This design comes from an exercise in tuning for small area, a short achievable clock period and few clock cycles on the open sky130 flow, not from production work.
No run shown here included a check of the RTL's function; only the layout flow was run.
No activity file was given, so power comes from the tool's default toggle rates.

## flow/config.mk

```make
export PLATFORM = sky130hd
export DESIGN_NAME = day03p2_top
export DESIGN_NICKNAME = day03p2_top
export VERILOG_FILES = /design/flow/design.v
export SDC_FILE = /design/flow/constraint.sdc
export NUM_CORES = 4
export LEC_CHECK = 0
export CAP_MARGIN = 20
export CORE_MARGIN = 2
export CORE_UTILIZATION = 40
export CTS_BUF_LIST = sky130_fd_sc_hd__clkbuf_4 sky130_fd_sc_hd__clkbuf_8
export CTS_CLUSTER_DIAMETER = 100
export CTS_CLUSTER_SIZE = 30
export SETUP_SLACK_MARGIN = 4.5
export SLEW_MARGIN = 20
```

## flow/constraint.sdc

```tcl
create_clock -name core_clock -period 8.0 [get_ports {clk_i}]
set_input_delay 1.6000 -clock core_clock [delete_from_list [all_inputs] [get_ports {clk_i}]]
set_output_delay 1.6000 -clock core_clock [all_outputs]
set_load 0.01 [all_outputs]
```

## flow/design.v

```verilog
module bk_add #(parameter int W = 40) (
    input  logic [W-1:0] a,
    input  logic [W-1:0] b,
    input  logic         ci,
    output logic [W-1:0] y,
    output logic         co
);
    localparam int L = (W < 2) ? 1 : (W < 4) ? 2 : (W < 8) ? 3 : (W < 16) ? 4 : (W < 32) ? 5 : (W < 64) ? 6 : 7;   
    logic [W:0] g [0:2*L];
    logic [W:0] p [0:2*L];
    always_comb begin
        g[0] = {a & b, ci};
        p[0] = {a ^ b, 1'b0};
        for (int l = 0; l < L; l++) begin
            g[l+1] = g[l];
            p[l+1] = p[l];
            for (int i = (2 << l) - 1; i <= W; i += (2 << l)) begin
                g[l+1][i] = g[l][i] | (p[l][i] & g[l][i - (1 << l)]);
                p[l+1][i] = p[l][i] & p[l][i - (1 << l)];
            end
        end
        for (int l = L - 2; l >= 0; l--) begin
            g[2*L-1-l] = g[2*L-2-l];
            p[2*L-1-l] = p[2*L-2-l];
            for (int i = (3 << l) - 1; i <= W; i += (2 << l)) begin
                g[2*L-1-l][i] = g[2*L-2-l][i] | (p[2*L-2-l][i] & g[2*L-2-l][i - (1 << l)]);
                p[2*L-1-l][i] = p[2*L-2-l][i] & p[2*L-2-l][i - (1 << l)];
            end
        end
        for (int i = 0; i < W; i++) y[i] = p[0][i+1] ^ g[2*L-1][i];
        co = g[2*L-1][W];
    end
endmodule
module inc_late #(parameter int W = 24) (
    input  logic [W-1:0] a,
    input  logic         ci,
    output logic [W-1:0] y
);
    logic [W-1:0] ones;    
    always_comb begin
        ones[0] = 1'b1;
        for (int i = 1; i < W; i++) ones[i] = ones[i-1] & a[i-1];
        y = a ^ (ones & {W{ci}});
    end
endmodule
module day03p2_top (
    input  logic        clk_i,
    input  logic        rst_ni,
    input  logic [3:0]  digit_i,
    input  logic        eol_i,
    output logic [63:0] result_o,
    output logic        ready_o
);
logic [11:0][3:0] s_q, s_d;
logic [11:0]      s_en;
logic [39:0] lo_q;        
logic [23:0] hi_q, hi_d;  
logic        busy_q;      
logic        flush_q;     
logic [10:0] mb_q;        
logic        tg_q;        
logic        fin_q;       
logic        clr_q;       
logic [3:0]  add_q;       
logic        dig_take, conv, nxt11;
logic [11:1] lt, moved;
logic [9:0]  ma;
logic [10:0] ms;
logic [47:0] r;
logic [39:0] a, b;
logic [63:0] y;
logic        co;
logic [3:0]  top;
logic [39:0] sum;
assign r        = s_q;
assign conv     = busy_q | eol_i;
assign dig_take = ~busy_q & ~eol_i & (digit_i != 4'd0);
assign nxt11    = mb_q[10];    
always_comb begin
    for (int i = 1; i < 12; i++) lt[i] = s_q[i] < s_q[i-1];
    moved[11] = lt[11];
    for (int i = 10; i >= 1; i--) moved[i] = moved[i+1] | lt[i];
    top = tg_q ? s_q[11] : 4'd0;
    for (int i = 0; i < 10; i++) ma[i] = mb_q[i] | add_q[0];
    for (int i = 0; i < 11; i++) ms[i] = mb_q[i] | clr_q;
    for (int j = 0; j < 40; j++) begin
        a[j] = r[j] & ma[j/4];
        if (j >= 2) b[j] = (r[j-2] & mb_q[(j-2)/4]) | (lo_q[j] & add_q[1 + j/14]);
    end
    a[39] = lo_q[39] & add_q[0];
    b[39] = r[39] & add_q[3];
    b[1] = top[2] | top[3] | (lo_q[1] & add_q[1]);
    b[0] = top[1] | top[3] | (lo_q[0] & add_q[1]);
end
bk_add #(.W(64)) u_add (.a({hi_q, a}), .b({24'd0, b}), .ci(top[3]), .y(y), .co(co));
assign sum = {y[38:0], top[0]};
assign hi_d = y[63:40];
always_comb begin
    s_d[0] = conv ? (clr_q ? 4'd0 : sum[3:0]) : digit_i;
    for (int i = 1; i < 12; i++)
        s_d[i] = ((i < 10 && mb_q[i-1]) ? sum[4*i +: 4] : 4'd0) | (ms[i-1] ? 4'd0 : s_q[i-1]);
    s_en[0] = conv | (dig_take & (moved[1] | (digit_i > s_q[0])));
    for (int i = 1; i < 12; i++) s_en[i] = conv | (dig_take & moved[i]);
end
always_ff @(posedge clk_i or negedge rst_ni) begin
    if (!rst_ni) begin
        hi_q    <= 24'd0;
        busy_q  <= 1'b1;
        flush_q <= 1'b1;
        mb_q    <= 11'd0;
        tg_q    <= 1'b1;
        fin_q   <= 1'b0;
        clr_q   <= 1'b0;
        add_q   <= 4'd0;
    end else begin
        hi_q    <= hi_d;
        fin_q   <= nxt11;
        clr_q   <= nxt11;
        add_q   <= {4{nxt11 & ~flush_q}};
        tg_q    <= ~nxt11;
        mb_q    <= (conv & ~nxt11 & ~fin_q) ? {mb_q[9:0], 1'b1} : 11'd0;
        busy_q  <= conv & ~fin_q;
        if (fin_q) flush_q <= 1'b0;
    end
end
always_ff @(posedge clk_i) begin
    if (fin_q) lo_q <= y;
    for (int i = 0; i < 12; i++) if (s_en[i]) s_q[i] <= s_d[i];
end
assign result_o = {hi_q, lo_q};
assign ready_o  = ~busy_q;
endmodule
```

## flow/run.sh

```bash
#!/bin/bash
# synth_recipe.tcl (not shown) runs the flow's synth.tcl, then flattens the netlist and writes it again
# the make line also repeats each setting of config.mk as NAME=value (left out here)
make -C /OpenROAD-flow-scripts/flow DESIGN_CONFIG=/design/flow/config.mk WORK_HOME=/design/flow/orfs CLKGATE_MAP_FILE= SYNTH_SCRIPT=/design/flow/synth_recipe.tcl finish
```

==> qor.yml, run 1 <==
clk_pin_slew_worst_paths_ns: 0.08
insertion_delay_ns: 0.46
start_util: 0.4091
row_count: 52
rsz0062_at_grt: "yes"
yosys_most_used_dff: "edfxtp_1"
hold_viol: 0
synthArstFlopShare: 0.3125
wl_per_cell_um: 18.10
root_buffer: "clkbuf_8"
synthToLayoutAreaGrowth_pct: 28.10
cts_buffers: 17
seqPwrFrac: 0.326
rr_endpoint: "s_q[31]$_DFFE_PP_"
yosys.area.top_type: "edfxtp_1"
nNetsFinal: 1011
dp_hpwl_mm: 14.51
cp_common_cell: "o21a_1"
drt_pass1_iterations: 7
dp_cells: 1101
slew_headroom: 0.2905
slew_viol_final: 0
clock.fmax_mhz: 256.4
fillCellCount: 1814
power.density_mw_per_mm2: 380.1
layout-drive-gt1-share: 0.2134
cp.buffers_inverters: 1
syn_inst: 782
core_area_mm2: 0.02030
clock-sinks: 128
synth-edff-count: 88
whs_endpoint: "hi_q[23]$_DFF_PN0_"
dpl_cell_area_mm2: 0.009375
power_switching_mw: 1.677
power_mw: 4.044
num_vias: 6265
worstSetupStartpointType: "flip-flop"
fin_cells: 1179
stdcell_area_mm2: 0.01064
r2r_start: "add_q[0]$_DFF_PN0_"
cpMaxStageDelayCell: "dfrtp_4"
critPathTopFamily: "compound AO/OA/AOI/OAI gates"
die_area_mm2: 0.02193
yosysUniqueCellTypes: 52
switching_share: 0.4146
critPathKind: "flip-flop to flip-flop"
cts.path.max_buffers: 2
gr-total-overflow: 0
fin_ws_ns: 4.100
cts_max_level: 4
cp-end-kind: "flip-flop"
holdPathStages: 1
reg2reg_depth: 15
grt_pass1_wl_mm: 34.06
power_frac_clock: 0.141
setup_viol: 0
track_usage: 0.1987
chipWidth_um: 148.1
fin_skew_ns: 0.01409
post-route-drc-count: 0
crit_chain: "buf_12 -> a22o_1 -> ha_1 -> and4_1 -> and2_4 -> a221oi_4 -> o211ai_4 -> a21o_1 -> o21a_1 -> o21a_1 -> o41a_1 -> fa_2 -> xor2_1 -> nand2_1 -> o31ai_1"
gp_congestion: 0.8236
pre_cts_ws_ns: 3.543
dieHeight_um: 148.1
yosysWarnings: 6
ff2ff_setup_slack_ns: 4.10
ys_seq_area_frac: 0.4391
p_int_mw: 2.367
p_leak_nw: 4.698
syn_avg_cell_area_um2: 10.62
min_period_over_period: 0.4875
slowest_delay_ns: 0.56
synth_top_area_share: 0.3182
worstPathMaxFanout: 7
hold_path.class: "flip-flop to flip-flop"
wirelength_mm: 21.34
status: "timing/DRC/antenna clean"
ys_ff_latch: 128
hold_start: "hi_q[23]$_DFF_PN0_"
port_buffers: 71
worst_slew_pin_slew_ns: 1.064
yosysMostFrequentCell: "inv_1"
drtIter0Drc: 437
cp.arrival_ns: 4.08
antenna_cells: 0
ir_drop_mv: 0.1596
io_pins: 72
drtAntennaViolNets: 0
tns_ns: 0
grt_pass1_vias: 6272
pwr-share-comb: 0.533
synth_fp_nets: 897
antenna_found_initial: 0
cp.required_ns: 8.18
ys_top_cells_by_area: "edfxtp_1, ha_1, dfrtp_1, fa_1, inv_1"
min_period_ns: 3.900
cap_viol_max_count: 0
netlist_area_mm2: 0.008305
grt_max_degree: 84
ys_top_cells_by_count: "inv_1, edfxtp_1, ha_1, nor2_1, nand2_1"
post_drt_via_cell_ratio: 5.314
cts_tree: "yes"
-- power by group through the flow --
stage | Combinational (mW) | Clock [mW] | Sequential, mW
floorplan | 1.28 | 0 | 1.23
global placement | 1.72 | 0 | 1.33
detailed placement | 1.74 | 0 | 1.32
CTS | 1.98 | 0.584 | 1.31
global route | 2.39 | 0.609 | 1.35
finish | 2.16 | 0.569 | 1.32
-- per-stage QoR --
stage	hold slack [ns]	util
after floorplan	0.4481	-
after global placement	0.4579	0.4618
after detailed placement	0.4607	0.4618
after CTS	0.4724	0.5054
after global routing	0.5063	0.5241
final	0.4687	0.5241
-- state kept, by name, indices dropped and copies added (netlist names) --
register / flops
add_q: 1
s_q: 48
hi_q: 24
tg_q: 1
fin_q: 1
lo_q: 40
busy_q: 1
flush_q: 1
mb_q: 11
-- worst max path at each step --
stage,endpoint,slack (ns),depth (start not counted),start
2_1_floorplan,s_q[20]$_DFFE_PP_,4.33,8,digit_i[3]
3_3_place_gp,s_q[31]$_DFFE_PP_,3.61,16,add_q[0]$_DFF_PN0_
3_5_place_dp,s_q[31]$_DFFE_PP_,3.54,16,add_q[0]$_DFF_PN0_
4_1_cts,s_q[31]$_DFFE_PP_,4.15,15,add_q[0]$_DFF_PN0_
5_1_grt,s_q[31]$_DFFE_PP_,3.98,15,add_q[0]$_DFF_PN0_
6_report,s_q[31]$_DFFE_PP_,4.10,15,add_q[0]$_DFF_PN0_
-- kinds of logic (layout without fill, tap and decap cells) --
logic type | after synthesis | in the layout | synth area share
XOR/XNOR | 33 | 33 | 0.03480
AND/OR/NAND/NOR | 218 | 218 | 0.1312
flip-flops | 128 | 128 | 0.4391
adder cells (fa/ha/maj) | 108 | 108 | 0.1808
buffers and inverters | 122 | 249 | 0.05649
AO/OA/AOI/OAI | 173 | 173 | 0.1576
-- layout by cell type (no fill, tap or decap), types with 9 or more instances in the layout --
master / n
fa_2: 10
nor3_1: 13
and2_1: 12
clkbuf_8: 18
nor3b_1: 9
o21ai_0: 10
buf_4: 41
dfrtp_1: 31
inv_1: 93
nand2_1: 54
ha_4: 11
a21o_1: 34
clkdlybuf4s50_1: 66
a22o_1: 36
xor2_1: 15
nand2b_1: 16
edfxtp_1: 88
a21oi_1: 17
o31ai_1: 29
fa_1: 10
nor2_1: 46
a21oi_2: 9
nor2b_1: 17
ha_1: 77
-- routing by layer --
| metal | up-vias | wire length [um] | GRT usage |
|---|---|---|---|
| li1 | 2999 | - | - |
| met1 | 3056 | 9808 | 0.2754 |
| met2 | 176 | 9988 | 0.3109 |
| met3 | 34 | 1201 | 0.04387 |
| met4 | 0 | 344 | 0.06619 |
| met5 | - | 0 | 0 |
-- layout make-up --
class / count / area [um2] / area share
clock buffer: 19 / 255.2 / 0.02399
clock inverter: 13 / 133.9 / 0.01258
inverter: 96 / 360.3 / 0.03387
multi-input combinational: 532 / 4733 / 0.4449
sequential: 128 / 3660 / 0.3440
tap: 270 / 337.8 / 0.03175
timing repair buffer: 121 / 1159 / 0.1089
-- timing repair --
| action | CTS | global route |
|---|---|---|
| pin swaps | 14 | 22 |
| resized for setup | 60 | 55 |
| gates cloned | 2 | 0 |
| hold buffers | 0 | 0 |
| setup buffers | 24 | 20 |
| setup endpoints to repair | 119 | 80 |
==> run 2, diff against run 1 <==
--- a/flow/config.mk
+++ b/flow/config.mk
@@ -11,5 +11,5 @@
 export CTS_BUF_LIST = sky130_fd_sc_hd__clkbuf_4 sky130_fd_sc_hd__clkbuf_8
 export CTS_CLUSTER_DIAMETER = 100
 export CTS_CLUSTER_SIZE = 30
-export SETUP_SLACK_MARGIN = 4.5
+export SETUP_SLACK_MARGIN = 5
 export SLEW_MARGIN = 20
==> run 2 against run 1 <==
Net effect:
- area after synthesis stayed put
- clock skew down 0.0039 ns
- routed wire length fell by 2.1%
- highest routed layer unchanged
- setup slack improved by 0.034 ns
- sequential share of layout area is 1.8 points lower
- design area is 5.4% higher
- synthesized cell count unchanged
- sequential cell count did not move
- non-clock buffer count up 20
- critical path depth unchanged
- via count is 0.56% higher
- combinational power is essentially flat
==> qor.yml, run 2 <==
status: "timing/DRC/antenna clean"  # unchanged
cp_common_cell: "o21a_1"  # unchanged
mostFrequentLayoutCell: "inv_1"  # unchanged
grt_pass1_wl_mm: 34.31  # was 34.06 mm
core_area_mm2: 0.02030  # unchanged
track_usage: 0.1982  # was 0.1987
post_drt_via_cell_ratio: 5.254  # was 5.314
cp.arrival_ns: 4.05  # was 4.08 ns
fin_skew_ns: 0.01020  # was 0.01409 ns
netlist_area_mm2: 0.008305  # unchanged
cts.path.max_buffers: 2  # unchanged
chipWidth_um: 148.1  # unchanged
insertion_delay_ns: 0.45  # was 0.46 ns
antenna_found_initial: 0  # unchanged
cts_tree: "yes"  # unchanged
hold_path.class: "flip-flop to flip-flop"  # unchanged
rr_endpoint: "s_q[31]$_DFFE_PP_"  # unchanged
yosys.area.top_type: "edfxtp_1"  # unchanged
power_frac_clock: 0.147  # was 0.141
hold_start: "hi_q[23]$_DFF_PN0_"  # unchanged
pwr-share-comb: 0.527  # was 0.533
power_switching_mw: 1.710  # was 1.677 mW
cp.required_ns: 8.19  # was 8.18 ns
min_period_over_period: 0.4832  # was 0.4875
ys_top_cells_by_count: "inv_1, edfxtp_1, ha_1, nor2_1, nand2_1"  # unchanged
top_register: "s_q"  # unchanged
drtIter0Drc: 353  # was 437
reg_top3: "s_q: 48 flops, lo_q: 40 flops, hi_q: 24 flops"  # unchanged
ff2ff_setup_slack_ns: 4.13  # was 4.10 ns
cts_max_level: 4  # unchanged
synth-edff-count: 88  # unchanged
die_area_mm2: 0.02193  # unchanged
critPathKind: "flip-flop to flip-flop"  # unchanged
ys_top_cells_by_area: "edfxtp_1, ha_1, dfrtp_1, fa_1, inv_1"  # unchanged
stdcell_area_mm2: 0.01121  # was 0.01064 mm2
min_period_ns: 3.866  # was 3.900 ns
clk_pin_slew_worst_paths_ns: 0.08  # about the same
tns_ns: 0  # unchanged
whs_endpoint: "hi_q[23]$_DFF_PN0_"  # unchanged
slowest_delay_ns: 0.52  # was 0.56 ns
nNetsFinal: 1031  # was 1011
start_util: 0.4091  # unchanged
holdPathStages: 1  # unchanged
ys_ff_latch: 128  # unchanged
worst_slew_pin_slew_ns: 0.8994  # was 1.064 ns
worstPathMaxFanout: 7  # unchanged
reg2reg_depth: 15  # unchanged
wl_per_cell_um: 17.43  # was 18.10 um
synth_fp_nets: 897  # unchanged
cap_viol_max_count: 0  # unchanged
dp_hpwl_mm: 14.12  # was 14.51 mm
io_pins: 72  # unchanged
syn_inst: 782  # unchanged
yosysMostFrequentCell: "inv_1"  # unchanged
p_leak_nw: 5.308  # was 4.698 nW
grt_pass1_vias: 6587  # was 6272
drtAntennaViolNets: 0  # unchanged
ys_seq_area_frac: 0.4391  # unchanged
cp-end-kind: "flip-flop"  # unchanged
synthToLayoutAreaGrowth_pct: 34.98  # was 28.10%
dieHeight_um: 148.1  # unchanged
post-route-drc-count: 0  # unchanged
yosys_most_used_dff: "edfxtp_1"  # unchanged
row_count: 52  # unchanged
cts_buffers: 17  # unchanged
r2r_start: "add_q[0]$_DFF_PN0_"  # unchanged
root_buffer: "clkbuf_8"  # unchanged
drt_pass1_iterations: 5  # was 7
p_int_mw: 2.329  # was 2.367 mW
clock-sinks: 128  # unchanged
gp_congestion: 0.8107  # was 0.8236
grt_max_degree: 70  # was 84
mostFrequentLayoutCells: "inv_1, edfxtp_1, ha_1"  # unchanged
switching_share: 0.4234  # was 0.4146
slew_headroom: 0.4004  # was 0.2905
crit_chain: "buf_6 -> a22o_4 -> ha_4 -> and4_1 -> and2_4 -> a221oi_4 -> o211ai_4 -> a21o_1 -> o21a_1 -> o21a_1 -> o41a_1 -> fa_2 -> xor2_1 -> nand2_1 -> o31ai_1"  # was buf_12 -> a22o_1 -> ha_1 -> and4_1 -> and2_4 -> a221oi_4 -> o211ai_4 -> a21o_1 -> o21a_1 -> o21a_1 -> o41a_1 -> fa_2 -> xor2_1 -> nand2_1 -> o31ai_1
hold_viol: 0  # unchanged
gr-total-overflow: 0  # unchanged
yosysWarnings: 6  # unchanged
syn_avg_cell_area_um2: 10.62  # unchanged
num_vias: 6300  # was 6265
rsz0062_at_grt: "yes"  # unchanged
cpMaxStageDelayCell: "dfrtp_4"  # unchanged
synth_top_area_share: 0.3182  # unchanged
wirelength_mm: 20.90  # was 21.34 mm
antenna_cells: 0  # unchanged
worstSetupStartpointType: "flip-flop"  # unchanged
yosysUniqueCellTypes: 52  # unchanged
slew_viol_final: 0  # unchanged
ir_drop_mv: 0.1386  # was 0.1596 mV
layout-drive-gt1-share: 0.2756  # was 0.2134
port_buffers: 71  # unchanged
synthArstFlopShare: 0.3125  # unchanged
largest_reg_flops: 48  # unchanged
clock.fmax_mhz: 258.7  # was 256.4 MHz
setup_viol: 0  # unchanged
seqPwrFrac: 0.326  # about the same
dpl_cell_area_mm2: 0.009444  # was 0.009375 mm2
power.density_mw_per_mm2: 360.2  # was 380.1 mW/mm2
run 2: cell types whose count changed in the layout (fill, tap and decap cells not counted), moves of 6 or more:
cell	change
nand2_1	-7
ha_2	+7
nor3_1	-6
dlygate4sd2_1	+44
buf_4	+7
nand2_2	+6
nor3_4	+6
nor2_4	+6
buf_6	+15
clkdlybuf4s50_1	-65
dlymetal6s2s_1	+21
ha_1	-14
ha_4	+7
run 2: worst max path at each step:
stage,startpoint,to,slack (ns)
after floorplan,digit_i[3],s_q[20]$_DFFE_PP_,4.33
after global placement,digit_i[3],s_q[20]$_DFFE_PP_,3.53
after detailed placement,digit_i[3],s_q[20]$_DFFE_PP_,3.41
after CTS,add_q[0]$_DFF_PN0_,s_q[31]$_DFFE_PP_,4.14
after global routing,add_q[0]$_DFF_PN0_,s_q[31]$_DFFE_PP_,3.98
final,add_q[0]$_DFF_PN0_,s_q[31]$_DFFE_PP_,4.13
run 2: area by class of cell:
type                    instances  area (um2)
clock buffers                  17       234.0
clock inverters                15       175.2
fillers                      1794        9089
inverters                      96       360.3
multi-input cells             532        5089
flip-flops and latches        128        3660
well taps                     270       337.8
repair buffers                141        1355
run 2: critical path, delay by kind of cell, from the launching register on:
kind,cells,cell delay (ns)
AO/OA/AOI/OAI,8,1.68
adder cells (fa/ha/maj),2,0.59
flip-flops,1,0.52
AND/OR/NAND/NOR,3,0.47
XOR/XNOR,1,0.18
buffers and inverters,1,0.16
run 2: layer usage:
metal | vias up | share of wire | GRT usage
met5 | - | 0 | 0
met3 | 22 | 0.046 | 0.04080
met4 | 0 | 0.012 | 0.04810
met1 | 3108 | 0.47 | 0.2726
li1 | 3038 | - | -
met2 | 132 | 0.47 | 0.3236
run 2: repair_timing:
item,in CTS,in global routing
gates resized for setup,199,59
setup endpoints to repair,185,142
setup buffers,48,17
cloned,1,0
pin swaps,53,21
hold buffers,0,0
run 2: power groups by stage:
stage	logic, mW	clock network [mW]	registers, mW
after global placement	1.73	0	1.33
after detailed placement	1.75	0	1.33
final	2.13	0.592	1.32
after global routing	2.36	0.633	1.35
after floorplan	1.31	0	1.23
after CTS	1.99	0.604	1.32
run 2: cell families after synthesis:
group / Yosys count / synth area share
compound gates: 173 / 0.1576
xor+xnor: 33 / 0.03480
flops: 128 / 0.4391
buf+inv: 122 / 0.05649
simple gates: 218 / 0.1312
fa+ha+maj: 108 / 0.1808
run 2: through the flow:
stage / worst slack (ns) / total power, mW / hold WS (ns) / std cells / utilization
finish: 4.134 / 4.039 / 0.4764 / 1199 / 0.5523
global route: 3.976 / 4.345 / 0.5099 / 1199 / 0.5523
CTS: 4.141 / 3.915 / 0.4762 / 1182 / 0.5340
detailed placement: 3.413 / 3.080 / 0.4599 / 1101 / 0.4652
global placement: 3.531 / 3.062 / 0.4589 / 1101 / 0.4652
floorplan: 4.330 / 2.539 / 0.4481 / 782 / -
==> run 3, diff against run 2 <==
--- a/flow/design.v
+++ b/flow/design.v
@@ -61,14 +61,15 @@
 logic        tg_q;        
 logic        fin_q;       
 logic        clr_q;       
+logic        done_q;      
+logic        c_q;         
 logic [3:0]  add_q;       
 logic        dig_take, conv, nxt11;
 logic [11:1] lt, moved;
+logic [10:0] ms;
 logic [9:0]  ma;
-logic [10:0] ms;
 logic [47:0] r;
-logic [39:0] a, b;
-logic [63:0] y;
+logic [39:0] a, b, y;
 logic        co;
 logic [3:0]  top;
 logic [39:0] sum;
@@ -87,14 +88,12 @@
         a[j] = r[j] & ma[j/4];
         if (j >= 2) b[j] = (r[j-2] & mb_q[(j-2)/4]) | (lo_q[j] & add_q[1 + j/14]);
     end
-    a[39] = lo_q[39] & add_q[0];
-    b[39] = r[39] & add_q[3];
     b[1] = top[2] | top[3] | (lo_q[1] & add_q[1]);
     b[0] = top[1] | top[3] | (lo_q[0] & add_q[1]);
 end
-bk_add #(.W(64)) u_add (.a({hi_q, a}), .b({24'd0, b}), .ci(top[3]), .y(y), .co(co));
+bk_add #(.W(40)) u_add (.a(a), .b(b), .ci(top[3]), .y(y), .co(co));
 assign sum = {y[38:0], top[0]};
-assign hi_d = y[63:40];
+inc_late #(.W(24)) u_inc (.a(hi_q), .ci(c_q), .y(hi_d));
 always_comb begin
     s_d[0] = conv ? (clr_q ? 4'd0 : sum[3:0]) : digit_i;
     for (int i = 1; i < 12; i++)
@@ -111,16 +110,20 @@
         tg_q    <= 1'b1;
         fin_q   <= 1'b0;
         clr_q   <= 1'b0;
+        done_q  <= 1'b0;
+        c_q     <= 1'b0;
         add_q   <= 4'd0;
     end else begin
         hi_q    <= hi_d;
         fin_q   <= nxt11;
-        clr_q   <= nxt11;
-        add_q   <= {4{nxt11 & ~flush_q}};
+        clr_q   <= nxt11 & mb_q[0];    
+        for (int k = 0; k < 4; k++) add_q[k] <= nxt11 & mb_q[k] & ~flush_q;
         tg_q    <= ~nxt11;
-        mb_q    <= (conv & ~nxt11 & ~fin_q) ? {mb_q[9:0], 1'b1} : 11'd0;
-        busy_q  <= conv & ~fin_q;
-        if (fin_q) flush_q <= 1'b0;
+        mb_q    <= (conv & ~nxt11 & ~fin_q & ~done_q) ? {mb_q[9:0], 1'b1} : 11'd0;
+        done_q  <= fin_q;
+        c_q     <= add_q[0] & co;
+        busy_q  <= conv & ~done_q;
+        if (done_q) flush_q <= 1'b0;
     end
 end
 always_ff @(posedge clk_i) begin
--- a/flow/config.mk
+++ b/flow/config.mk
@@ -11,5 +11,5 @@
 export CTS_BUF_LIST = sky130_fd_sc_hd__clkbuf_4 sky130_fd_sc_hd__clkbuf_8
 export CTS_CLUSTER_DIAMETER = 100
 export CTS_CLUSTER_SIZE = 30
-export SETUP_SLACK_MARGIN = 5
+export SETUP_SLACK_MARGIN = 4.5
 export SLEW_MARGIN = 20
==> run 3 against run 2 <==
Net effect:
- largest power group unchanged
- maximum frequency grew 5.9%
- final cell count fell by 3.2%
- routed wire length decreased by 5.1%
- synthesized cell count shrank 1.7%
- critical path type unchanged
- global-route usage down 1.3 points
- sequential share of layout area is 3.6 points higher
- worst hold slack worse by 0.027 ns
- utilization decreased by 3.6 points
- first-iteration DRC count grew 0.28%
- non-clock buffer count fell by 27
- largest cell class unchanged
- total power decreased by 13%
==> qor.yml, run 3 <==
synthMuxAreaShare: 0  # unchanged
holdBufCountCts: 0  # unchanged
layout-drive-gt1-share: 0.1796  # was 0.2756
dp_hpwl_mm: 14.02  # was 14.12 mm
r2r_start: "mb_q[0]$_DFF_PN0_"  # was add_q[0]$_DFF_PN0_
hold_viol: 0  # unchanged
chipWidth_um: 148.5  # was 148.1 um
cp.arrival_ns: 3.83  # was 4.05 ns
synth_compound_area_frac: 0.1584  # was 0.1576
largest_reg_flops: 48  # unchanged
yosysMostFrequentCell: "edfxtp_1"  # was inv_1
worst_slew_pin_slew_ns: 0.8651  # was 0.8994 ns
clk_pin_slew_worst_paths_ns: 0.08  # about the same
post-route-drc-count: 0  # unchanged
final_core_util: 0.5167  # was 0.5523
port_buffers: 71  # unchanged
hold_path.class: "flip-flop to flip-flop"  # unchanged
gr-total-overflow: 0  # unchanged
grt_max_degree: 47  # was 70
drt_pass1_iterations: 4  # was 5
yosysWarnings: 7  # was 6
min_period_over_period: 0.4565  # was 0.4832
min_period_ns: 3.652  # was 3.866 ns
slew_viol_final: 0  # unchanged
syn_inst: 769  # was 782
fin_skew_ns: 0.01264  # was 0.01020 ns
cts_buffers: 17  # unchanged
io_pins: 72  # unchanged
track_usage: 0.1855  # was 0.1982
cts_tree: "yes"  # unchanged
wirelength_mm: 19.84  # was 20.90 mm
grt_pass1_vias: 6183  # was 6587
ys_seq_area_frac: 0.4550  # was 0.4391
slew_headroom: 0.4233  # was 0.4004
dieHeight_um: 148.5  # was 148.1 um
crit_start: "mb_q[0]$_DFF_PN0_"  # was add_q[0]$_DFF_PN0_
reg_top3: "s_q: 48 flops, lo_q: 40 flops, hi_q: 24 flops"  # unchanged
synth_fp_nets: 873  # was 897
drtIter0Drc: 354  # was 353
grt_pass1_wl_mm: 32.05  # was 34.31 mm
num_vias: 6015  # was 6300
clock.fmax_mhz: 273.8  # was 258.7 MHz
tns_ns: 0  # unchanged
cp.required_ns: 8.18  # was 8.19 ns
synthSimpleGateAreaFrac: 0.1321  # was 0.1312
worstSetupStartpointType: "flip-flop"  # unchanged
synth_top_area_share: 0.3166  # was 0.3182
start_util: 0.4099  # was 0.4091
yosys_most_used_dff: "edfxtp_1"  # unchanged
worstPathMaxFanout: 6  # was 7
status: "timing/DRC/antenna clean"  # unchanged
ir_drop_mv: 0.1613  # was 0.1386 mV
synth_xor_area_frac: 0.04512  # was 0.03480
setup_viol: 0  # unchanged
top_register: "s_q"  # unchanged
power.density_mw_per_mm2: 333.8  # was 360.2 mW/mm2
cap_viol_max_count: 0  # unchanged
syn_avg_cell_area_um2: 10.85  # was 10.62 um2
die_area_mm2: 0.02204  # was 0.02193 mm2
ys_top_cells_by_count: "edfxtp_1, ha_1, inv_1, nand2_1, nor2_1"  # was inv_1, edfxtp_1, ha_1, nor2_1, nand2_1
insertion_delay_ns: 0.46  # was 0.45 ns
core_area_mm2: 0.02036  # was 0.02030 mm2
yosysUniqueCellTypes: 56  # was 52
synth_adder_area_share: 0.1634  # was 0.1808
synth-edff-count: 88  # unchanged
gp_congestion: 0.8088  # was 0.8107
synthArstFlopShare: 0.3433  # was 0.3125
hold_start: "done_q$_DFF_PN0_"  # was hi_q[23]$_DFF_PN0_
row_count: 52  # unchanged
ys_top_cells_by_area: "edfxtp_1, dfrtp_1, ha_1, fa_1, a22o_1"  # was edfxtp_1, ha_1, dfrtp_1, fa_1, inv_1
cp-end-kind: "flip-flop"  # unchanged
drtAntennaViolNets: 0  # unchanged
rsz0062_at_grt: "yes"  # unchanged
mostFrequentLayoutCell: "edfxtp_1"  # was inv_1
clock-sinks: 134  # was 128
root_buffer: "clkbuf_8"  # unchanged
mostFrequentLayoutCells: "edfxtp_1, inv_1, ha_1"  # was inv_1, edfxtp_1, ha_1
post_drt_via_cell_ratio: 5.181  # was 5.254
holdWs_ns: 0.4493  # was 0.4764 ns
synthToLayoutAreaGrowth_pct: 26.05  # was 34.98%
wl_per_cell_um: 17.09  # was 17.43 um
yosys.area.top_type: "edfxtp_1"  # unchanged
critPathKind: "flip-flop to flip-flop"  # unchanged
antenna_cells: 0  # unchanged
synth_top_family_by_area: "adder cells"  # unchanged
cts.path.max_buffers: 2  # unchanged
netlist_area_mm2: 0.008347  # was 0.008305 mm2
p_leak_nw: 4.641  # was 5.308 nW
cts_max_level: 4  # unchanged
antenna_found_initial: 0  # unchanged
ys_ff_latch: 134  # was 128
nNetsFinal: 982  # was 1031
[run 3: cell types whose count changed after synthesis, sizes merged, moves of 4 or more]
cell,previous run,this run
inv,96,76
ha,88,77
xnor2,16,26
nand2,55,64
a21oi,28,21
nor3,14,7
dfrtp,37,43
o21ai,18,24
a211oi,7,3
or2,5,1
[run 3: area by class of cell]
| type | count | area (um2) |
|---|---|---|
| Fill cell | 1846 | 9843 |
| Multi-Input combinational cell | 535 | 4547 |
| Sequential cell | 134 | 3810 |
| Timing Repair Buffer | 114 | 1084 |
| Tap cell | 270 | 337.8 |
| Inverter | 76 | 285.3 |
| Clock buffer | 18 | 247.7 |
| Clock inverter | 14 | 210.2 |
[run 3: worst paths after layout]
| path | end | slack, ns | cells after the start |
|---|---|---|---|
| worst max-delay path | s_q[35]$_DFFE_PP_ | 4.35 | 14 |
| max in group asynchronous | add_q[0]$_DFF_PN0_ | 6.39 | 1 |
| worst min-delay path | busy_q$_DFF_PN1_ | 0.45 | 1 |
| worst max register to register | s_q[35]$_DFFE_PP_ | 4.35 | 14 |
| worst min register to register | busy_q$_DFF_PN1_ | 0.45 | 1 |
| min in group asynchronous | hi_q[1]$_DFF_PN0_ | 1.15 | 1 |
[run 3: critical path: stages, from the launching register on]
cell      delay (ns)
dfrtp_2         0.51
a22o_1          0.28
ha_4            0.27
and4_4          0.19
a221oi_4        0.36
o211ai_4        0.13
a31oi_4         0.26
o21ai_4         0.11
a31o_4          0.29
a21oi_4         0.16
o21bai_1        0.12
fa_2            0.38
xor2_2          0.16
nand2_1         0.08
o31ai_1         0.08
[run 3: per-layer routing]
layer / routed length (um) / track usage
met5: 0 / 0
met4: 367 / 0.05714
met3: 657 / 0.04202
met2: 9315 / 0.2947
met1: 9495 / 0.2543
[run 3: stage by stage]
stage          worst slack [ns]  power [mW]  instances  area (um2)
2_1_floorplan             4.521       2.209        769        8376
3_3_place_gp              3.297       2.637       1088        9334
3_5_place_dp              3.223       2.655       1088        9334
4_1_cts                   4.358       3.464       1149       10260
5_1_grt                   4.200       3.783       1161       10520
6_report                  4.348       3.512       1161       10520
[run 3: cell families (layout without fill, tap and decap cells)]
kind of cell	after synthesis	after routing
adder cells (fa/ha/maj)	97	97
flip-flops	134	134
AO/OA/AOI/OAI	171	171
XOR/XNOR	43	43
buffers and inverters	100	222
AND/OR/NAND/NOR	224	224
[run 3: report_power, final]
part / total, mW / internal (mW) / switching (mW)
clock network: 0.662 / 0.358 / 0.303
logic: 1.56 / 0.732 / 0.832
registers: 1.29 / 1.04 / 0.250
total: 3.51 / 2.13 / 1.39
[run 3: repair_timing]
item / in CTS / in global routing
endpoints found under the setup margin: 96 / 58
resized for setup: 58 / 40
endpoints found under the hold margin: 0 / 0
pin swaps: 24 / 25
setup buffers: 29 / 12
==> run 4, diff against run 3 <==
==> flow/flow/run.sh (new file) <==
#!/bin/bash
set -euo pipefail
export BUFFER_PORTS_ARGS="-buffer_cell sky130_fd_sc_hd__buf_1"
bash standard.sh finish > standard_flow.log 2>&1
==> flow/standard.sh (new file) <==
#!/bin/bash
# synth_recipe.tcl (not shown) runs the flow's synth.tcl, then flattens the netlist and writes it again
# the make line also repeats each setting of config.mk as NAME=value (left out here)
make -C /OpenROAD-flow-scripts/flow DESIGN_CONFIG=/design/flow/config.mk WORK_HOME=/design/flow/orfs CLKGATE_MAP_FILE= SYNTH_SCRIPT=/design/flow/synth_recipe.tcl "${@:-finish}"
removed: flow/run.sh
==> run 4 against run 3 <==
Net effect:
- clock power shrank 12%
- total power shrank 4.8%
- synthesized cell count stayed put
- combinational power shrank 5%
- worst hold slack better by 0.015 ns
- sequential share of layout area grew 2.4 points
- maximum frequency is 2.1% higher
- die area is the same
- utilization shrank 3.2 points
- critical path type unchanged
- critical endpoint unchanged
==> qor.yml, run 4 <==
fin_skew_ns: 0.01529  # was 0.01264 ns
die_area_mm2: 0.02204  # unchanged
fin_ws_ns: 4.424  # was 4.348 ns
power_frac_clock: 0.175  # was 0.188
rsz0062_at_grt: "yes"  # unchanged
io_pins: 72  # unchanged
cts_buffers: 17  # unchanged
drtAntennaViolNets: 0  # unchanged
mostFrequentLayoutCell: "edfxtp_1"  # unchanged
clk_pin_slew_worst_paths_ns: 0.10  # was 0.08 ns
cap_viol_max_count: 0  # unchanged
grt_pass1_vias: 6116  # was 6183
cp.arrival_ns: 3.77  # was 3.83 ns
nNetsFinal: 975  # was 982
gr-total-overflow: 0  # unchanged
largest_reg_flops: 48  # unchanged
worst_slew_pin_slew_ns: 1.036  # was 0.8651 ns
cts.path.max_buffers: 2  # unchanged
ys_top_cells_by_area: "edfxtp_1, dfrtp_1, ha_1, fa_1, a22o_1"  # unchanged
hold_path.class: "flip-flop to flip-flop"  # unchanged
syn_inst: 769  # unchanged
r2r_start: "add_q[0]$_DFF_PN0_"  # was mb_q[0]$_DFF_PN0_
synth-edff-count: 88  # unchanged
p_leak_nw: 4.342  # was 4.641 nW
core_area_mm2: 0.02036  # unchanged
ys_seq_area_frac: 0.4550  # unchanged
post_drt_via_cell_ratio: 5.228  # was 5.181
ys_top_cells_by_count: "edfxtp_1, ha_1, inv_1, nand2_1, nor2_1"  # unchanged
post-route-drc-count: 0  # unchanged
min_period_ns: 3.576  # was 3.652 ns
grt_pass1_wl_mm: 31.72  # was 32.05 mm
cts_tree: "yes"  # unchanged
ff2ff_setup_slack_ns: 4.42  # was 4.35 ns
power.density_mw_per_mm2: 338.9  # was 333.8 mW/mm2
clock-sinks: 134  # unchanged
hold_start: "done_q$_DFF_PN0_"  # unchanged
start_util: 0.4099  # unchanged
fillCellCount: 1889  # was 1846
num_vias: 6033  # was 6015
yosys_most_used_dff: "edfxtp_1"  # unchanged
cp-end-kind: "flip-flop"  # unchanged
cts_max_level: 4  # unchanged
yosysWarnings: 7  # unchanged
synth_fp_nets: 873  # unchanged
dieHeight_um: 148.5  # unchanged
dpl_cell_area_mm2: 0.008904  # was 0.009334 mm2
insertion_delay_ns: 0.46  # about the same
yosys.area.top_type: "edfxtp_1"  # unchanged
antenna_found_initial: 0  # unchanged
hold_viol: 0  # unchanged
status: "timing/DRC/antenna clean"  # unchanged
drt_pass1_iterations: 4  # unchanged
cp.required_ns: 8.20  # was 8.18 ns
slew_headroom: 0.3093  # was 0.4233
mostFrequentLayoutCells: "edfxtp_1, inv_1, ha_1"  # unchanged
yosysMostFrequentCell: "edfxtp_1"  # unchanged
synthArstFlopShare: 0.3433  # unchanged
holdBufCountCts: 0  # unchanged
clock.fmax_mhz: 279.7  # was 273.8 MHz
synth_top_area_share: 0.3166  # unchanged
ir_drop_mv: 0.1371  # was 0.1613 mV
wirelength_mm: 19.41  # was 19.84 mm
seqPwrFrac: 0.382  # was 0.366
top_register: "s_q"  # unchanged
setup_viol: 0  # unchanged
critPathKind: "flip-flop to flip-flop"  # unchanged
track_usage: 0.1823  # was 0.1855
p_int_mw: 1.969  # was 2.126 mW
yosysUniqueCellTypes: 56  # unchanged
root_buffer: "clkbuf_8"  # unchanged
antenna_cells: 0  # unchanged
worstSetupStartpointType: "flip-flop"  # unchanged
switching_share: 0.4112  # was 0.3946
min_period_over_period: 0.4470  # was 0.4565
worstPathMaxFanout: 7  # was 6
wl_per_cell_um: 16.82  # was 17.09 um
ys_ff_latch: 134  # unchanged
tns_ns: 0  # unchanged
stdcell_area_mm2: 0.009867  # was 0.01052 mm2
slew_viol_final: 0  # unchanged
dp_hpwl_mm: 13.90  # was 14.02 mm
grt_max_degree: 47  # unchanged
syn_avg_cell_area_um2: 10.85  # unchanged
port_buffers: 71  # unchanged
power_switching_mw: 1.375  # was 1.386 mW
gp_congestion: 0.8013  # was 0.8088
holdWs_ns: 0.4643  # was 0.4493 ns
pwr-share-comb: 0.443  # was 0.445
synthToLayoutAreaGrowth_pct: 18.21  # was 26.05%
reg_top3: "s_q: 48 flops, lo_q: 40 flops, hi_q: 24 flops"  # unchanged
layout-drive-gt1-share: 0.1663  # was 0.1796
row_count: 52  # unchanged
chipWidth_um: 148.5  # unchanged
pre_cts_ws_ns: 3.683  # was 3.223 ns
netlist_area_mm2: 0.008347  # unchanged
crit_start: "add_q[0]$_DFF_PN0_"  # was mb_q[0]$_DFF_PN0_
drtIter0Drc: 350  # was 354
-- run 4: changes by cell type in the layout (fill, tap and decap cells not counted), moves of 3 or more --
cell / delta
o21ai_0: -3
buf_6: -5
o21ai_1: +3
buf_1: +70
bufinv_16: -3
buf_4: -4
clkdlybuf4s50_1: -66
dlymetal6s2s_1: -3
-- run 4: per-stage QoR --
step / utilization / instances / power (mW)
after global placement: 0.4372 / 1089 / 2.593
after CTS: 0.4774 / 1148 / 3.310
final: 0.4845 / 1154 / 3.344
after detailed placement: 0.4372 / 1089 / 2.605
after floorplan: - / 769 / 2.209
after global routing: 0.4845 / 1154 / 3.603
-- run 4: worst paths after layout --
path,cells past startpoint,endpoint
max,15,s_q[35]$_DFFE_PP_
min,1,busy_q$_DFF_PN1_
max reg2reg,15,s_q[35]$_DFFE_PP_
min reg2reg,1,busy_q$_DFF_PN1_
max in group asynchronous,2,add_q[0]$_DFF_PN0_
min in group asynchronous,2,hi_q[4]$_DFF_PN0_
-- run 4: power by group through the flow --
stage	combinational [mW]	clock, mW	sequential, mW
after floorplan	1.04	0	1.17
after global placement	1.30	0	1.30
after detailed placement	1.31	0	1.30
after CTS	1.44	0.599	1.27
after global routing	1.67	0.628	1.31
final	1.48	0.584	1.28
-- run 4: critical path, stage by stage, from the launching register on --
cell,delay (ns)
dfrtp_4,0.57
nor2_4,0.13
nor2_2,0.05
ha_1,0.30
and4_4,0.18
a221oi_4,0.29
o211ai_2,0.16
a31oi_4,0.26
o21ai_4,0.10
a31o_4,0.29
a21oi_4,0.19
o21bai_2,0.11
fa_2,0.38
xor2_2,0.16
nand2_1,0.09
o31ai_2,0.07
-- run 4: logic make-up after synthesis --
| family | share of synthesized area |
|---|---|
| compound gates | 0.1584 |
| xor+xnor | 0.04512 |
| fa+ha+maj | 0.1634 |
| buf+inv | 0.04602 |
| flops | 0.4550 |
| simple gates | 0.1321 |
-- run 4: timing repair --
item,in CTS,in global routing
pin swaps,32,8
endpoints found under the setup margin,80,52
buffers inserted,27,6
gates resized for setup,53,29
cloned,0,0
-- run 4: metal layers --
| layer | GRT usage | up-vias | wire length (um) |
|---|---|---|---|
| met1 | 0.2542 | 2970 | 9285 |
| met5 | 0 | - | 0 |
| met4 | 0.04524 | 0 | 199 |
| met3 | 0.03620 | 19 | 699 |
| met2 | 0.2942 | 110 | 9221 |
| li1 | - | 2934 | - |
-- run 4: final cells by class --
cell class,instances,area [um2],share of cell area
multi-input combinational,535,4474,0.4535
sequential,134,3807,0.3859
timing repair buffer,107,563.0,0.05706
tap,270,337.8,0.03424
inverter,76,285.3,0.02891
clock buffer,18,247.7,0.02511
clock inverter,14,151.4,0.01534
==> run 5, diff against run 4 <==
--- a/flow/config.mk
+++ b/flow/config.mk
@@ -11,5 +11,5 @@
 export CTS_BUF_LIST = sky130_fd_sc_hd__clkbuf_4 sky130_fd_sc_hd__clkbuf_8
 export CTS_CLUSTER_DIAMETER = 100
 export CTS_CLUSTER_SIZE = 30
-export SETUP_SLACK_MARGIN = 4.5
+export SETUP_SLACK_MARGIN = 4.25
 export SLEW_MARGIN = 20
==> run 5 against run 4 <==
Net effect:
- synthesized cell count unchanged
- sequential cell count unchanged
- still clean
- critical path depth unchanged
==> qor.yml, run 5 <==
yosys.area.top_type: "edfxtp_1"  # unchanged
hold_viol: 0  # unchanged
cp-end-kind: "flip-flop"  # unchanged
synth_top_area_share: 0.3166  # unchanged
cts_tree: "yes"  # unchanged
cp.buffers_inverters: 0  # unchanged
ys_top_cells_by_area: "edfxtp_1, dfrtp_1, ha_1, fa_1, a22o_1"  # unchanged
synth_top_family_by_area: "adder cells"  # unchanged
p_leak_nw: 4.275  # was 4.342 nW
critPathTopFamily: "compound AO/OA/AOI/OAI gates"  # unchanged
cts_buffers: 17  # unchanged
reg2reg_depth: 15  # unchanged
hold_path.class: "flip-flop to flip-flop"  # unchanged
synth-edff-count: 88  # unchanged
worstPathMaxFanout: 6  # was 7
cp.required_ns: 8.17  # was 8.20 ns
ys_ff_latch: 134  # unchanged
ir_drop_mv: 0.1434  # was 0.1371 mV
layout-drive-gt1-share: 0.1373  # was 0.1663
final_core_util: 0.4768  # was 0.4845
worstSetupStartpointType: "flip-flop"  # unchanged
chipWidth_um: 148.5  # unchanged
syn_avg_cell_area_um2: 10.85  # unchanged
wl_per_cell_um: 16.89  # was 16.82 um
yosysUniqueCellTypes: 56  # unchanged
synth_xor_area_frac: 0.04512  # unchanged
dp_hpwl_mm: 14.11  # was 13.90 mm
yosysWarnings: 7  # unchanged
multi_input_area_mm2: 0.004378  # was 0.004474 mm2
synthArstFlopShare: 0.3433  # unchanged
synth_compound_area_frac: 0.1584  # unchanged
top_register: "s_q"  # unchanged
ys_seq_area_frac: 0.4550  # unchanged
hold_start: "done_q$_DFF_PN0_"  # unchanged
synthToLayoutAreaGrowth_pct: 16.34  # was 18.21%
syn_inst: 769  # unchanged
largest_reg_flops: 48  # unchanged
fillCellCount: 1929  # was 1889
crit_chain: "nor2_4 -> nor2_2 -> ha_1 -> and4_4 -> a221oi_4 -> o211ai_2 -> a31oi_4 -> o21ai_4 -> a31o_4 -> a21oi_4 -> o21bai_2 -> fa_2 -> xor2_1 -> nand2_1 -> o31ai_1"  # was nor2_4 -> nor2_2 -> ha_1 -> and4_4 -> a221oi_4 -> o211ai_2 -> a31oi_4 -> o21ai_4 -> a31o_4 -> a21oi_4 -> o21bai_2 -> fa_2 -> xor2_2 -> nand2_1 -> o31ai_2
synthMuxAreaShare: 0  # unchanged
drt_pass1_iterations: 5  # was 4
slew_viol_final: 0  # unchanged
yosysMostFrequentCell: "edfxtp_1"  # unchanged
grt_pass1_wl_mm: 31.07  # was 31.72 mm
cts.path.max_buffers: 2  # unchanged
pre_cts_ws_ns: 3.703  # was 3.683 ns
holdPathStages: 1  # unchanged
antenna_cells: 0  # unchanged
synthSimpleGateAreaFrac: 0.1321  # unchanged
grt_pass1_vias: 5961  # was 6116
min_period_over_period: 0.4652  # was 0.4470
grt_max_degree: 47  # unchanged
whs_endpoint: "busy_q$_DFF_PN1_"  # unchanged
start_util: 0.4099  # unchanged
fin_ws_ns: 4.278  # was 4.424 ns
cpMaxStageDelayCell: "dfrtp_4"  # unchanged
synth_fp_nets: 873  # unchanged
insertion_delay_ns: 0.45  # was 0.46 ns
slowest_delay_ns: 0.57  # about the same
reg_top3: "s_q: 48 flops, lo_q: 40 flops, hi_q: 24 flops"  # unchanged
row_count: 52  # unchanged
cap_viol_max_count: 0  # unchanged
nNetsFinal: 965  # was 975
critPathKind: "flip-flop to flip-flop"  # unchanged
clock.fmax_mhz: 268.7  # was 279.7 MHz
power_mw: 3.304  # was 3.344 mW
ff2ff_setup_slack_ns: 4.28  # was 4.42 ns
min_period_ns: 3.722  # was 3.576 ns
synth_adder_area_share: 0.1634  # unchanged
holdBufCountCts: 0  # unchanged
rsz0062_at_grt: "yes"  # unchanged
fin_skew_ns: 0.02163  # was 0.01529 ns
root_buffer: "clkbuf_8"  # unchanged
netlist_area_mm2: 0.008347  # unchanged
r2r_start: "add_q[0]$_DFF_PN0_"  # unchanged
clk_pin_slew_worst_paths_ns: 0.09  # was 0.10 ns
yosys_most_used_dff: "edfxtp_1"  # unchanged
core_area_mm2: 0.02036  # unchanged
port_buffers: 71  # unchanged
tns_ns: 0  # unchanged
power.density_mw_per_mm2: 340.3  # was 338.9 mW/mm2
io_pins: 72  # unchanged
drtIter0Drc: 269  # was 350
worst_slew_pin_slew_ns: 0.7567  # was 1.036 ns
num_vias: 5985  # was 6033
ys_top_cells_by_count: "edfxtp_1, ha_1, inv_1, nand2_1, nor2_1"  # unchanged
cp.arrival_ns: 3.89  # was 3.77 ns
cts_max_level: 4  # unchanged
antenna_found_initial: 0  # unchanged
gp_congestion: 0.8236  # was 0.8013
status: "timing/DRC/antenna clean"  # unchanged
dieHeight_um: 148.5  # unchanged
track_usage: 0.1792  # was 0.1823
clock-sinks: 134  # unchanged
slew_headroom: 0.4956  # was 0.3093
drtAntennaViolNets: 0  # unchanged
rr_endpoint: "s_q[35]$_DFFE_PP_"  # unchanged
mostFrequentLayoutCell: "edfxtp_1"  # unchanged
wirelength_mm: 19.32  # was 19.41 mm
setup_viol: 0  # unchanged
gr-total-overflow: 0  # unchanged
mostFrequentLayoutCells: "edfxtp_1, ha_1, inv_1"  # was edfxtp_1, inv_1, ha_1
post-route-drc-count: 0  # unchanged
final-seq-area_mm2: 0.003810  # was 0.003807 mm2
post_drt_via_cell_ratio: 5.232  # was 5.228
die_area_mm2: 0.02204  # unchanged
## run 5: cell counts after synthesis
Identical to the previous run, type by type.
## run 5: how the worst max path moves through the flow
stage / from / endpoint / slack, ns / depth (start not counted)
floorplan: add_q[0]$_DFF_PN0_ / s_q[23]$_DFFE_PP_ / 4.40 / 16
global placement: digit_i[2] / s_q[1]$_DFFE_PP_ / 3.80 / 8
detailed placement: digit_i[2] / s_q[0]$_DFFE_PP_ / 3.70 / 8
CTS: add_q[0]$_DFF_PN0_ / s_q[23]$_DFFE_PP_ / 4.25 / 16
global route: add_q[0]$_DFF_PN0_ / s_q[35]$_DFFE_PP_ / 4.15 / 15
finish: add_q[0]$_DFF_PN0_ / s_q[35]$_DFFE_PP_ / 4.28 / 15
## run 5: repair_timing
item,in CTS,in global routing
buffers inserted,11,12
endpoints found under the setup margin,56,37
gates cloned,0,0
resized for setup,19,38
pin swaps,5,19
## run 5: cell families after synthesis
| logic type | count (synthesis) |
|---|---|
| AO/OA/AOI/OAI | 171 |
| XOR/XNOR | 43 |
| adder cells (fa/ha/maj) | 97 |
| buffers and inverters | 100 |
| flip-flops | 134 |
| AND/OR/NAND/NOR | 224 |
## run 5: area by class of cell
| type | count | area share |
|---|---|---|
| multi-input cells | 535 | 0.4508 |
| inverters | 76 | 0.02938 |
| clock inverters | 14 | 0.01791 |
| flip-flops and latches | 134 | 0.3923 |
| repair buffers | 97 | 0.04986 |
| well taps | 270 | 0.03479 |
| clock buffers | 18 | 0.02487 |
## run 5: per-layer routing
metal  vias to the layer above  track usage  part of all wire
met5                         -            0                 0
met2                        96       0.2896              0.48
met3                        16      0.03098             0.028
met4                         0      0.04571             0.012
li1                       2908            -                 -
met1                      2965       0.2513              0.48
## run 5: metrics by stage
stage	cells	area, um2	hold slack (ns)
floorplan	769	8347	0.3912
global placement	1089	8877	0.4482
detailed placement	1089	8877	0.4434
CTS	1132	9447	0.4447
global route	1144	9711	0.4564
finish	1144	9711	0.4379
## run 5: where the power goes
part | leakage (nW) | internal [mW] | total, mW | switching [mW]
Combinational | 2.53 | 0.620 | 1.42 | 0.799
Clock | 0.216 | 0.316 | 0.602 | 0.286
Sequential | 1.53 | 1.04 | 1.28 | 0.248
Total | 4.27 | 1.97 | 3.30 | 1.33
==> run 6, diff against run 5 <==
--- a/flow/design.v
+++ b/flow/design.v
@@ -63,11 +63,11 @@
 logic        clr_q;       
 logic        done_q;      
 logic        c_q;         
-logic [3:0]  add_q;       
+logic [6:0]  add_q;       
+logic [9:0]  ma_q;        
 logic        dig_take, conv, nxt11;
 logic [11:1] lt, moved;
 logic [10:0] ms;
-logic [9:0]  ma;
 logic [47:0] r;
 logic [39:0] a, b, y;
 logic        co;
@@ -82,11 +82,10 @@
     moved[11] = lt[11];
     for (int i = 10; i >= 1; i--) moved[i] = moved[i+1] | lt[i];
     top = tg_q ? s_q[11] : 4'd0;
-    for (int i = 0; i < 10; i++) ma[i] = mb_q[i] | add_q[0];
     for (int i = 0; i < 11; i++) ms[i] = mb_q[i] | clr_q;
     for (int j = 0; j < 40; j++) begin
-        a[j] = r[j] & ma[j/4];
-        if (j >= 2) b[j] = (r[j-2] & mb_q[(j-2)/4]) | (lo_q[j] & add_q[1 + j/14]);
+        a[j] = r[j] & ma_q[j/4];
+        if (j >= 2) b[j] = (r[j-2] & mb_q[(j-2)/4]) | (lo_q[j] & add_q[1 + j/7]);
     end
     b[1] = top[2] | top[3] | (lo_q[1] & add_q[1]);
     b[0] = top[1] | top[3] | (lo_q[0] & add_q[1]);
@@ -112,14 +111,16 @@
         clr_q   <= 1'b0;
         done_q  <= 1'b0;
         c_q     <= 1'b0;
-        add_q   <= 4'd0;
+        add_q   <= 7'd0;
+        ma_q    <= 10'd0;
     end else begin
         hi_q    <= hi_d;
         fin_q   <= nxt11;
         clr_q   <= nxt11 & mb_q[0];    
-        for (int k = 0; k < 4; k++) add_q[k] <= nxt11 & mb_q[k] & ~flush_q;
+        for (int k = 0; k < 7; k++) add_q[k] <= nxt11 & mb_q[k] & ~flush_q;
         tg_q    <= ~nxt11;
         mb_q    <= (conv & ~nxt11 & ~fin_q & ~done_q) ? {mb_q[9:0], 1'b1} : 11'd0;
+        ma_q    <= (conv & ~nxt11 & ~fin_q & ~done_q) ? {mb_q[8:0], 1'b1} : {10{nxt11 & ~flush_q}};
         done_q  <= fin_q;
         c_q     <= add_q[0] & co;
         busy_q  <= conv & ~done_q;
==> flow/run.sh (new file) <==
#!/bin/bash
# synth_recipe.tcl (not shown) runs the flow's synth.tcl, then flattens the netlist and writes it again
# the make line also repeats each setting of config.mk as NAME=value (left out here)
make -C /OpenROAD-flow-scripts/flow DESIGN_CONFIG=/design/flow/config.mk WORK_HOME=/design/flow/orfs CLKGATE_MAP_FILE= SYNTH_SCRIPT=/design/flow/synth_recipe.tcl finish
--- a/flow/config.mk
+++ b/flow/config.mk
@@ -11,5 +11,5 @@
 export CTS_BUF_LIST = sky130_fd_sc_hd__clkbuf_4 sky130_fd_sc_hd__clkbuf_8
 export CTS_CLUSTER_DIAMETER = 100
 export CTS_CLUSTER_SIZE = 30
-export SETUP_SLACK_MARGIN = 4.25
+export SETUP_SLACK_MARGIN = 5
 export SLEW_MARGIN = 20
removed: flow/flow/run.sh
removed: flow/standard.sh
==> run 6 against run 5 <==
Net effect:
- maximum frequency increased by 8.8%
- synthesized cell count grew 1.3%
- critical endpoint is now s_q[30]$_DFFE_PP_
- total power up 8.7%
- setup slack improved by 0.30 ns
- critical path depth decreased by 1
- register-to-register slack better by 0.30 ns
- utilization rose by 5.2 points
- via count is 6.1% higher
- final cell count increased by 8.2%
==> qor.yml, run 6 <==
mostFrequentLayoutCell: "edfxtp_1"  # unchanged
grt_pass1_vias: 6405  # was 5961
syn_inst: 779  # was 769
io_pins: 72  # unchanged
post_drt_via_cell_ratio: 5.129  # was 5.232
worstPathMaxFanout: 4  # was 6
cts_tree: "yes"  # unchanged
post-route-drc-count: 0  # unchanged
p_leak_nw: 5.433  # was 4.275 nW
yosys_most_used_dff: "edfxtp_1"  # unchanged
slowest_delay_ns: 0.48  # was 0.57 ns
reg_top3: "s_q: 48 flops, lo_q: 40 flops, hi_q: 24 flops"  # unchanged
cpMaxStageDelayCell: "fa_2"  # was dfrtp_4
worst_slew_pin_slew_ns: 0.9684  # was 0.7567 ns
core_area_mm2: 0.02162  # was 0.02036 mm2
grt_util_met2: 0.3000  # was 0.2896
tns_ns: 0  # unchanged
power.density_mw_per_mm2: 314.3  # was 340.3 mW/mm2
cts.path.max_buffers: 2  # unchanged
cp.arrival_ns: 3.63  # was 3.89 ns
ys_top_cells_by_count: "edfxtp_1, ha_1, nand2_1, inv_1"  # was edfxtp_1, ha_1, inv_1, nand2_1, nor2_1
cap_viol_max_count: 0  # unchanged
grt_pass1_wl_mm: 33.81  # was 31.07 mm
dieHeight_um: 151.8  # was 148.5 um
crit_chain: "buf_4 -> a22o_4 -> ha_4 -> nand4_1 -> buf_4 -> o31ai_4 -> a41oi_4 -> buf_12 -> o31ai_4 -> a21oi_2 -> o21ai_2 -> fa_2 -> nand2_1 -> o31ai_1"  # was nor2_4 -> nor2_2 -> ha_1 -> and4_4 -> a221oi_4 -> o211ai_2 -> a31oi_4 -> o21ai_4 -> a31o_4 -> a21oi_4 -> o21bai_2 -> fa_2 -> xor2_1 -> nand2_1 -> o31ai_1
drtIter0Drc: 357  # was 269
use_met3: 0.03503  # was 0.03098
num_vias: 6350  # was 5985
grt_max_degree: 60  # was 47
clk_pin_slew_worst_paths_ns: 0.08  # was 0.09 ns
drt_pass1_iterations: 5  # unchanged
port_buffers: 71  # unchanged
synth_fp_nets: 883  # was 873
slew_viol_final: 0  # unchanged
ys_top_cells_by_area: "edfxtp_1, dfrtp_1, ha_1, fa_1, and2_1"  # was edfxtp_1, dfrtp_1, ha_1, fa_1, a22o_1
mostFrequentLayoutCells: "edfxtp_1, buf_4, nand2_1, ha_1, and2_1"  # was edfxtp_1, ha_1, inv_1
row_count: 54  # was 52
min_period_over_period: 0.4277  # was 0.4652
layout-drive-gt1-share: 0.2756  # was 0.1373
nNetsFinal: 1049  # was 965
reg2reg_depth: 14  # was 15
critPathKind: "flip-flop to flip-flop"  # unchanged
hold_viol: 0  # unchanged
chipWidth_um: 151.8  # was 148.5 um
yosysWarnings: 7  # unchanged
synthToLayoutAreaGrowth_pct: 30.82  # was 16.34%
die_area_mm2: 0.02304  # was 0.02204 mm2
top_register: "s_q"  # unchanged
fin_skew_ns: 0.01444  # was 0.02163 ns
root_buffer: "clkbuf_8"  # unchanged
cts_max_level: 4  # unchanged
ys_ff_latch: 147  # was 134
drtAntennaViolNets: 0  # unchanged
ir_drop_mv: 0.1216  # was 0.1434 mV
netlist_area_mm2: 0.008736  # was 0.008347 mm2
cp.buffers_inverters: 3  # was 0
dpl_cell_area_mm2: 0.009829  # was 0.008877 mm2
insertion_delay_ns: 0.46  # was 0.45 ns
setup_viol: 0  # unchanged
status: "timing/DRC/antenna clean"  # unchanged
syn_avg_cell_area_um2: 11.21  # was 10.85 um2
use_met1: 0.2767  # was 0.2513
ys_seq_area_frac: 0.4719  # was 0.4550
clock-sinks: 147  # was 134
yosys.area.top_type: "edfxtp_1"  # unchanged
wl_per_cell_um: 17.31  # was 16.89 um
antenna_found_initial: 0  # unchanged
yosysMostFrequentCell: "edfxtp_1"  # unchanged
holdPathStages: 1  # unchanged
hold_path.class: "flip-flop to flip-flop"  # unchanged
antenna_cells: 0  # unchanged
yosysUniqueCellTypes: 53  # was 56
slew_headroom: 0.3537  # was 0.4956
wirelength_mm: 21.43  # was 19.32 mm
clock.fmax_mhz: 292.3  # was 268.7 MHz
start_util: 0.4041  # was 0.4099
cp-end-kind: "flip-flop"  # unchanged
synthArstFlopShare: 0.4014  # was 0.3433
largest_reg_flops: 48  # unchanged
critPathTopFamily: "compound AO/OA/AOI/OAI gates"  # unchanged
cts_buffers: 17  # unchanged
path_depth: 14  # was 15
gp_congestion: 0.8078  # was 0.8236
synth-edff-count: 88  # unchanged
busiest_layer: "met2"  # unchanged
worstSetupStartpointType: "flip-flop"  # unchanged
gr-total-overflow: 0  # unchanged
synth_top_area_share: 0.3025  # was 0.3166
dp_hpwl_mm: 14.33  # was 14.11 mm
stdcell_area_mm2: 0.01143  # was 0.009711 mm2
min_period_ns: 3.422  # was 3.722 ns
cp.required_ns: 8.21  # was 8.17 ns
rsz0062_at_grt: "yes"  # unchanged
track_usage: 0.1930  # was 0.1792
-- run 6: changes by cell type in the layout (fill, tap and decap cells not counted), sizes merged, moves of 6 or more --
cell / before / now
and2: 17 / 57
or2: 1 / 10
o21ai: 24 / 31
dfrtp: 43 / 56
nand2: 64 / 72
inv: 81 / 62
nand2b: 17 / 25
nor2: 59 / 27
dlymetal6s2s: 1 / 35
nor3: 7 / 13
dlygate4sd2: 0 / 28
a21o: 31 / 15
-- run 6: what timing repair did --
action | 4_1_cts | 5_1_grt
pin swaps | 35 | 42
hold buffers | 0 | 0
buffers inserted | 69 | 23
resized for setup | 103 | 89
endpoints found under the setup margin | 151 | 128
-- run 6: cell type report --
class                      count  area (um2)
fill                        1939       10190
sequential                   147        4140
inverter                      58       220.2
multi-input combinational    555        4833
timing repair buffer         166        1534
tap                          280       350.3
clock inverter                 9       52.55
clock buffer                  23       297.8
-- run 6: worst paths after layout --
check,start,to,slack [ns]
setup / recovery,add_q[1]$_DFF_PN0_,s_q[30]$_DFFE_PP_,4.58
hold / removal,add_q[0]$_DFF_PN0_,c_q$_DFF_PN0_,0.46
setup reg to reg,add_q[1]$_DFF_PN0_,s_q[30]$_DFFE_PP_,4.58
hold reg to reg,add_q[0]$_DFF_PN0_,c_q$_DFF_PN0_,0.46
max in group asynchronous,rst_ni,add_q[2]$_DFF_PN0_,6.07
min in group asynchronous,rst_ni,hi_q[6]$_DFF_PN0_,1.31
-- run 6: per-stage QoR --
step / setup slack (ns) / util / std cells / hold WS (ns) / total power [mW]
floorplan: 4.645 / - / 779 / 0.3912 / 2.268
global placement: 3.532 / 0.4546 / 1114 / 0.4469 / 2.704
detailed placement: 3.469 / 0.4546 / 1114 / 0.4475 / 2.709
CTS: 4.642 / 0.5050 / 1215 / 0.4673 / 3.476
global route: 4.458 / 0.5286 / 1238 / 0.4961 / 3.861
finish: 4.578 / 0.5286 / 1238 / 0.4611 / 3.592
-- run 6: kinds of logic (layout without fill, tap and decap cells) --
kind of cell / after synthesis / in the layout / share of synthesized area
buf+inv: 77 / 256 / 0.03366
compound gates: 156 / 156 / 0.1359
fa+ha+maj: 97 / 97 / 0.1561
xor+xnor: 43 / 43 / 0.04311
flops: 147 / 147 / 0.4719
simple gates: 259 / 259 / 0.1593
-- run 6: routing by layer --
layer / vias to the layer above / wire length [um]
met4: 0 / 329
met2: 97 / 10010
met3: 22 / 607
li1: 3100 / -
met1: 3131 / 10490
met5: - / 0
-- run 6: power breakdown --
group	total, mW	internal, mW	switching [mW]
Sequential	1.34	1.12	0.216
Clock	0.536	0.248	0.288
Combinational	1.72	0.851	0.870
Total	3.59	2.22	1.37
-- run 6: worst register-to-register path: stages (launching register included) --
cell and delay [ns]:
dfrtp_2 0.43, buf_4 0.16, a22o_4 0.24, ha_4 0.27
nand4_1 0.11, buf_4 0.16, o31ai_4 0.25, a41oi_4 0.17
buf_12 0.17, o31ai_4 0.31, a21oi_2 0.12, o21ai_2 0.16
fa_2 0.48, nand2_1 0.09, o31ai_1 0.06

re-timing with driven ports:
The results above use ideal ports. As a check the final layouts listed here were re-extracted and re-timed, cells and wires unchanged. Step 1: set_driving_cell puts a clkbuf_16 on clk_i and a buf_2 on each other input, an assumption about the parent block. Step 2 adds t to the input delays and takes it off the output delays; t is the mean of the earliest and latest rising clock arrival at the registers after step 1. Input paths then give back, and output paths get back, about the clock's delay inside the block. Three values: ideal, step 1, step 2; two values: the first two.
run | t (ns) | setup slack, ns | worst setup path at the end | slew at the worst register clock pin (ns) | worst slew at a driven data input, ns
run 1 | 0.496 | 4.100 / 4.100 / 4.095 | input to register | 0.08 / 0.08 | 0.03
run 2 | 0.488 | 4.134 / 4.134 / 4.134 | register to register | 0.09 / 0.09 | 0.05
run 3 | 0.497 | 4.348 / 4.348 / 4.179 | input to register | 0.09 / 0.09 | 0.03
run 4 | 0.491 | 4.424 / 4.424 / 4.121 | input to register | 0.10 / 0.10 | 0.03
run 5 | 0.474 | 4.278 / 4.278 / 4.006 | input to register | 0.09 / 0.09 | 0.03
run 6 | 0.491 | 4.578 / 4.578 / 4.343 | input to register | 0.09 / 0.09 | 0.05
After both steps every run listed still meets setup and hold. For run 4, which loses most, drivers alone change the setup slack by 0.000 ns; drivers and shift together by -0.303 ns.
